Source: an optimization exercise on an open RTL-to-GDS flow (aim: small area). Production flows keep margins and buffers that such runs may drop. Function was checked by simulation only, so behaviour that the tests miss may differ from the original.

==> run a: inputs <==
==> flow/design.v (excerpt) <==
module audio_mixer(
	clk,
	nRst,
	ad_ws,
	ad_bck,
	ad_di,
	ad_do,
	ad_l3md,
	ad_l3clk,
	ad_l3data,
	mcu_data,
	mcu_wr,
	mcu_cmd_data_sw,
	mcu_l3md,
	mcu_l3clk,
	mcu_l3data,
	mcu_cs1,
	mcu_cs0,
	led
);
input		clk;
input		nRst;
output	[3:0]	ad_ws;
output	[3:0]	ad_bck;
input	[3:0]	ad_di;
output	[3:0]	ad_do;
output	[3:0]	ad_l3md;
output	[3:0]	ad_l3clk;
output	[3:0]	ad_l3data;
input	[7:0]	mcu_data;
input		mcu_wr;
input		mcu_cmd_data_sw;
input		mcu_l3md;
input		mcu_l3clk;
input		mcu_l3data;
input		mcu_cs1;
input		mcu_cs0;
output	[2:0]	led;
reg	[8:0]	cnt;
reg		boot;		 
always @(posedge clk or negedge nRst)
	if (!nRst) begin
		cnt <= 9'd0;
		boot <= 1'b1;
	end else begin
		cnt <= cnt ^ {&cnt[7:0], &cnt[6:0], &cnt[5:0], &cnt[4:0], &cnt[3:0], &cnt[2:0], &cnt[1:0], cnt[0], 1'b1};
		boot <= 1'b0;
	end
wire	ws_edge  = (cnt[7:0] == 8'd0);		 
wire	ws_rise  = ws_edge & ~cnt[8];
wire	ws_fall  = ws_edge &  cnt[8];
wire	bck_rise = (cnt[3:0] == 4'd8);		 
wire	tx_zero  = boot | (cnt[7:2] == 6'd0 && cnt[1:0] != 2'd0);
wire	par = cnt[8] ^ ws_edge;
assign ad_ws  = {4{~cnt[8]}};
assign ad_bck = {4{cnt[3]}};
wire [1:0] cs = {mcu_cs1, mcu_cs0};
genvar gk;
generate for (gk = 0; gk < 4; gk = gk + 1) begin : l3
	assign ad_l3md[gk]   = (cs == gk) ? mcu_l3md   : 1'b1;
	assign ad_l3clk[gk]  = (cs == gk) ? mcu_l3clk  : 1'b1;
	assign ad_l3data[gk] = (cs == gk) ? mcu_l3data : 1'b1;
end endgenerate
assign led = {3{ad_di[0]}};
reg	[15:4]	rx0, rx1, rx2, rx3;
reg	[15:4]	dl0, dl1, dl2, dl3;		 
reg	[15:4]	dr0, dr1, dr2, dr3;		 
reg		zl, zr;
always @(posedge clk)
	if (bck_rise && cnt[7:6] != 2'b11) begin
		rx0 <= {rx0[14:4], ad_di[0]};
		rx1 <= {rx1[14:4], ad_di[1]};
		rx2 <= {rx2[14:4], ad_di[2]};
		rx3 <= {rx3[14:4], ad_di[3]};
	end
always @(posedge clk)
	if (ws_rise) begin
		dl0 <= rx0; dl1 <= rx1; dl2 <= rx2; dl3 <= rx3;
	end
always @(posedge clk)
	if (ws_fall) begin
		dr0 <= rx0; dr1 <= rx1; dr2 <= rx2; dr3 <= rx3;
	end
  ...
clock: 20.0 ns
lec_check: 0
cap_margin: 20
core_margin: 2
core_utilization: 65
cts_buf_list: sky130_fd_sc_hd__clkbuf_8 sky130_fd_sc_hd__clkbuf_16
cts_cluster_diameter: 70
cts_cluster_size: 32
place_density: 0.75
slew_margin: 20
synth_hierarchical: 1
run.sh (not shown) runs the stock make flow with config.mk's settings and CLKGATE_MAP_FILE= SYNTH_SCRIPT=/design/flow/synth_recipe.tcl, a recipe that flattens the netlist after the stock synthesis.
==> run b (differences from run a) <==
--- a/flow/design.v
+++ b/flow/design.v
@@ -606,40 +606,23 @@
 always @(posedge clk)
 	if (cmd_wr)
 		cmd_lo <= mcu_data[5:0];
 wire	tvalid = (cmd_r[7:6] == 2'b11);
 wire	gain_we = data_wr & tvalid;
 reg	[511:0]	gv;
-wire	[7:0]	gdata = boot ? 8'h80 : mcu_data;
+reg	[63:0]	gf;
 genvar gi;
 generate for (gi = 0; gi < 64; gi = gi + 1) begin : gain
 	always @(posedge clk)
-		if (boot || (gain_we && cmd_r[5:0] == gi))
-			gv[gi*8 +: 8] <= gdata;
-end endgenerate
-wire	[5:0]	maddr;
-wire	[7:0]	mlo, mhi;
-wire	[63:0]	msel;
-generate for (gi = 0; gi < 8; gi = gi + 1) begin : mdec
-	assign mlo[gi] = (maddr[2:0] == gi);
-	assign mhi[gi] = (maddr[5:3] == gi);
-end endgenerate
-generate for (gi = 0; gi < 64; gi = gi + 1) begin : msl
-	assign msel[gi] = mhi[gi / 8] & mlo[gi % 8];
-end endgenerate
-wire	[7:0]	mval;
-genvar gb;
-generate for (gb = 0; gb < 8; gb = gb + 1) begin : mrd
-	wire [21:0] y;
-	for (gi = 0; gi < 21; gi = gi + 1) begin : t
-		aoi222 u(.A1(msel[3*gi]), .A2(gv[3*gi*8+gb]),
-			 .B1(msel[3*gi+1]), .B2(gv[(3*gi+1)*8+gb]),
-			 .C1(msel[3*gi+2]), .C2(gv[(3*gi+2)*8+gb]), .Y(y[gi]));
-	end
-	assign y[21] = ~(msel[63] & gv[63*8+gb]);
-	assign mval[gb] = ~&y;
+		if (gain_we && cmd_r[5:0] == gi)
+			gv[gi*8 +: 8] <= mcu_data;
+	always @(posedge clk or negedge nRst)
+		if (!nRst)
+			gf[gi] <= 1'b0;
+		else if (gain_we && cmd_r[5:0] == gi)
+			gf[gi] <= 1'b1;
 end endgenerate
 reg	[5:0]	ecnt;		 
 reg		hv;		 
 reg	[7:0]	hg;		 
 reg	[4:0]	hp;		 
 reg		pend;		 
@@ -653,31 +636,34 @@
 wire		tdone = trel & ({1'b0, tp} < ecnt);
 wire		capture = data_wr & tdone & ~pend;
 wire		op = pend & (cmd_wr | ws_edge);
 wire		proc = hv & ~op;
 wire		rd = ~ecnt[5] & ~capture & (~hv | proc);
 wire	[5:0]	eaddr = {ecnt[4:3], par, ecnt[2:0]};
-assign		maddr = capture ? cmd_r[5:0] : eaddr;
+wire	[5:0]	maddr = capture ? cmd_r[5:0] : eaddr;
+wire	[7:0]	mraw = gv[maddr*8 +: 8];
+wire		mflag = gf[maddr];
+wire	[7:0]	mval = mflag ? mraw : 8'h80;
 wire	[7:0]	rdval = (gain_we && cmd_r[5:0] == eaddr) ? mcu_data : mval;
 wire	[2:0]	ui = op ? cmd_r[2:0] : hp[2:0];
 wire	[1:0]	uk = op ? cmd_r[5:4] : hp[4:3];
 wire	[7:0]	ua = op ? cur : hg;
 wire	[7:0]	uc = op ? orig : 8'h00;
 wire		first = ~op & (hp[2:0] == 3'd0);
-wire	[7:0]	xsel;
-generate for (gi = 0; gi < 8; gi = gi + 1) begin : xdec
-	assign xsel[gi] = (ui == gi);
-end endgenerate
-wire	[15:4]	xm;
-generate for (gb = 4; gb < 16; gb = gb + 1) begin : xrd
-	wire [2:0] y;
-	aoi222 u0(.A1(xsel[0]), .A2(dl0[gb]), .B1(xsel[1]), .B2(dr0[gb]), .C1(xsel[2]), .C2(dl1[gb]), .Y(y[0]));
-	aoi222 u1(.A1(xsel[3]), .A2(dr1[gb]), .B1(xsel[4]), .B2(dl2[gb]), .C1(xsel[5]), .C2(dr2[gb]), .Y(y[1]));
-	assign y[2] = ~((xsel[6] & dl3[gb]) | (xsel[7] & dr3[gb]));
-	assign xm[gb] = ~&y;
-end endgenerate
+reg	[15:4]	xm;
+always @(*)
+	case (ui)
+	3'd0: xm = dl0;
+	3'd1: xm = dr0;
+	3'd2: xm = dl1;
+	3'd3: xm = dr1;
+	3'd4: xm = dl2;
+	3'd5: xm = dr2;
+	3'd6: xm = dl3;
+	default: xm = dr3;
+	endcase
 wire	[15:4]	xs = (ui[0] ? zr : zl) ? 12'd0 : xm;
 wire	[15:0]	x = {xs, 4'd0};
 reg	[15:0]	accs;
 always @(*)
 	case (uk)
 	2'd0: accs = acc0;
@@ -727,29 +713,8 @@
 end
 always @(posedge clk)
 	if (ws_edge) begin
 		tx0 <= out0; tx1 <= out1; tx2 <= out2; tx3 <= out3;
 	end
 wire	[3:0]	bsel = ~(cnt[7:4] - {3'd0, (cnt[3:0] < 4'd4)});
-wire	[15:0]	bdec;
-generate for (gi = 0; gi < 16; gi = gi + 1) begin : bdc
-	assign bdec[gi] = (bsel == gi);
-end endgenerate
-wire	[63:0]	txw = {tx3, tx2, tx1, tx0};
-wire	[3:0]	txb;
-generate for (gk = 0; gk < 4; gk = gk + 1) begin : txs
-	wire [5:0] y;
-	for (gi = 0; gi < 5; gi = gi + 1) begin : t
-		aoi222 u(.A1(bdec[3*gi]), .A2(txw[gk*16+3*gi]),
-			 .B1(bdec[3*gi+1]), .B2(txw[gk*16+3*gi+1]),
-			 .C1(bdec[3*gi+2]), .C2(txw[gk*16+3*gi+2]), .Y(y[gi]));
-	end
-	assign y[5] = ~(bdec[15] & txw[gk*16+15]);
-	assign txb[gk] = ~&y;
-end endgenerate
-assign ad_do = (tx_zero | zl) ? 4'd0 : txb;
-endmodule
-module aoi222(A1, A2, B1, B2, C1, C2, Y);
-input A1, A2, B1, B2, C1, C2;
-output Y;
-assign Y = ~((A1 & A2) | (B1 & B2) | (C1 & C2));
+assign ad_do = (tx_zero | zl) ? 4'd0 : {tx3[bsel], tx2[bsel], tx1[bsel], tx0[bsel]};
 endmodule
- CTS_BUF_LIST: sky130_fd_sc_hd__clkbuf_8 sky130_fd_sc_hd__clkbuf_16 -> sky130_fd_sc_hd__clkbuf_16
- CTS_CLUSTER_DIAMETER: 70 -> 90
- SYNTH_HIERARCHICAL: 1 -> unset
==> qor summary <==
Outcome: run b complete, no violations; run a complete, no violations
Fraction of post-synthesis cell area in the top cell type by area: run b 63.3%; run a 72.0%
Via Count: run b 25100; run a 20600
CP Max Fanout: run b 20; run a 41
Cell area after layout: run b 44500 um2; run a 39600 um2
Buffer share of cell area: run b 2.09%; run a 2.10%
Part of the cycle the worst path needs: run b 83.8%; run a 84.1%
Final setup slack of the worst path: run b 3.25 ns; run a 3.18 ns
Clk cell area share: run b 2.93%; run a 3.94%
Count of cell types in the netlist: run b 96; run a 60
Xor and xnor fraction of the mapped netlist area: run b 0.290%; run a 0.214%
Starting density of the core: run b 65.3%; run a 65.5%
Worst slack at placement: run b 2.67 ns; run a 2.61 ns

-- afterwards: timing with drivers on the ports --
Ports are ideal in the flow. The routed layouts listed here were re-timed in OpenROAD. Step 1 sets driving cells, clkbuf_16 on the clock port and buf_2 on the other inputs (assumed; they add their load-dependent delay and slew). Step 2 also shifts input and output timing later by t, the mid clock arrival at the registers, as if the neighbouring blocks saw the same clock. a / b / c = no drivers / after step 1 / after step 2; a / b = the first two.
| run | shift t [ns] | slack for setup (ns) | worst hold slack (ns) | worst setup path at the end | slew at the worst register clock pin (ns) |
|---|---|---|---|---|---|
| run a | 0.672 | 3.180 / 3.220 / 2.547 | 0.414 / 0.414 / 0.414 | input to register | 0.11 / 0.11 |
| run b | 0.681 | 3.247 / 3.283 / 2.602 | 0.428 / 0.428 / 0.428 | input to register | 0.12 / 0.12 |
After both steps setup and hold are still met in every run listed. For run b, which loses most, drivers alone change the setup slack by +0.036 ns; drivers and shift together by -0.645 ns.
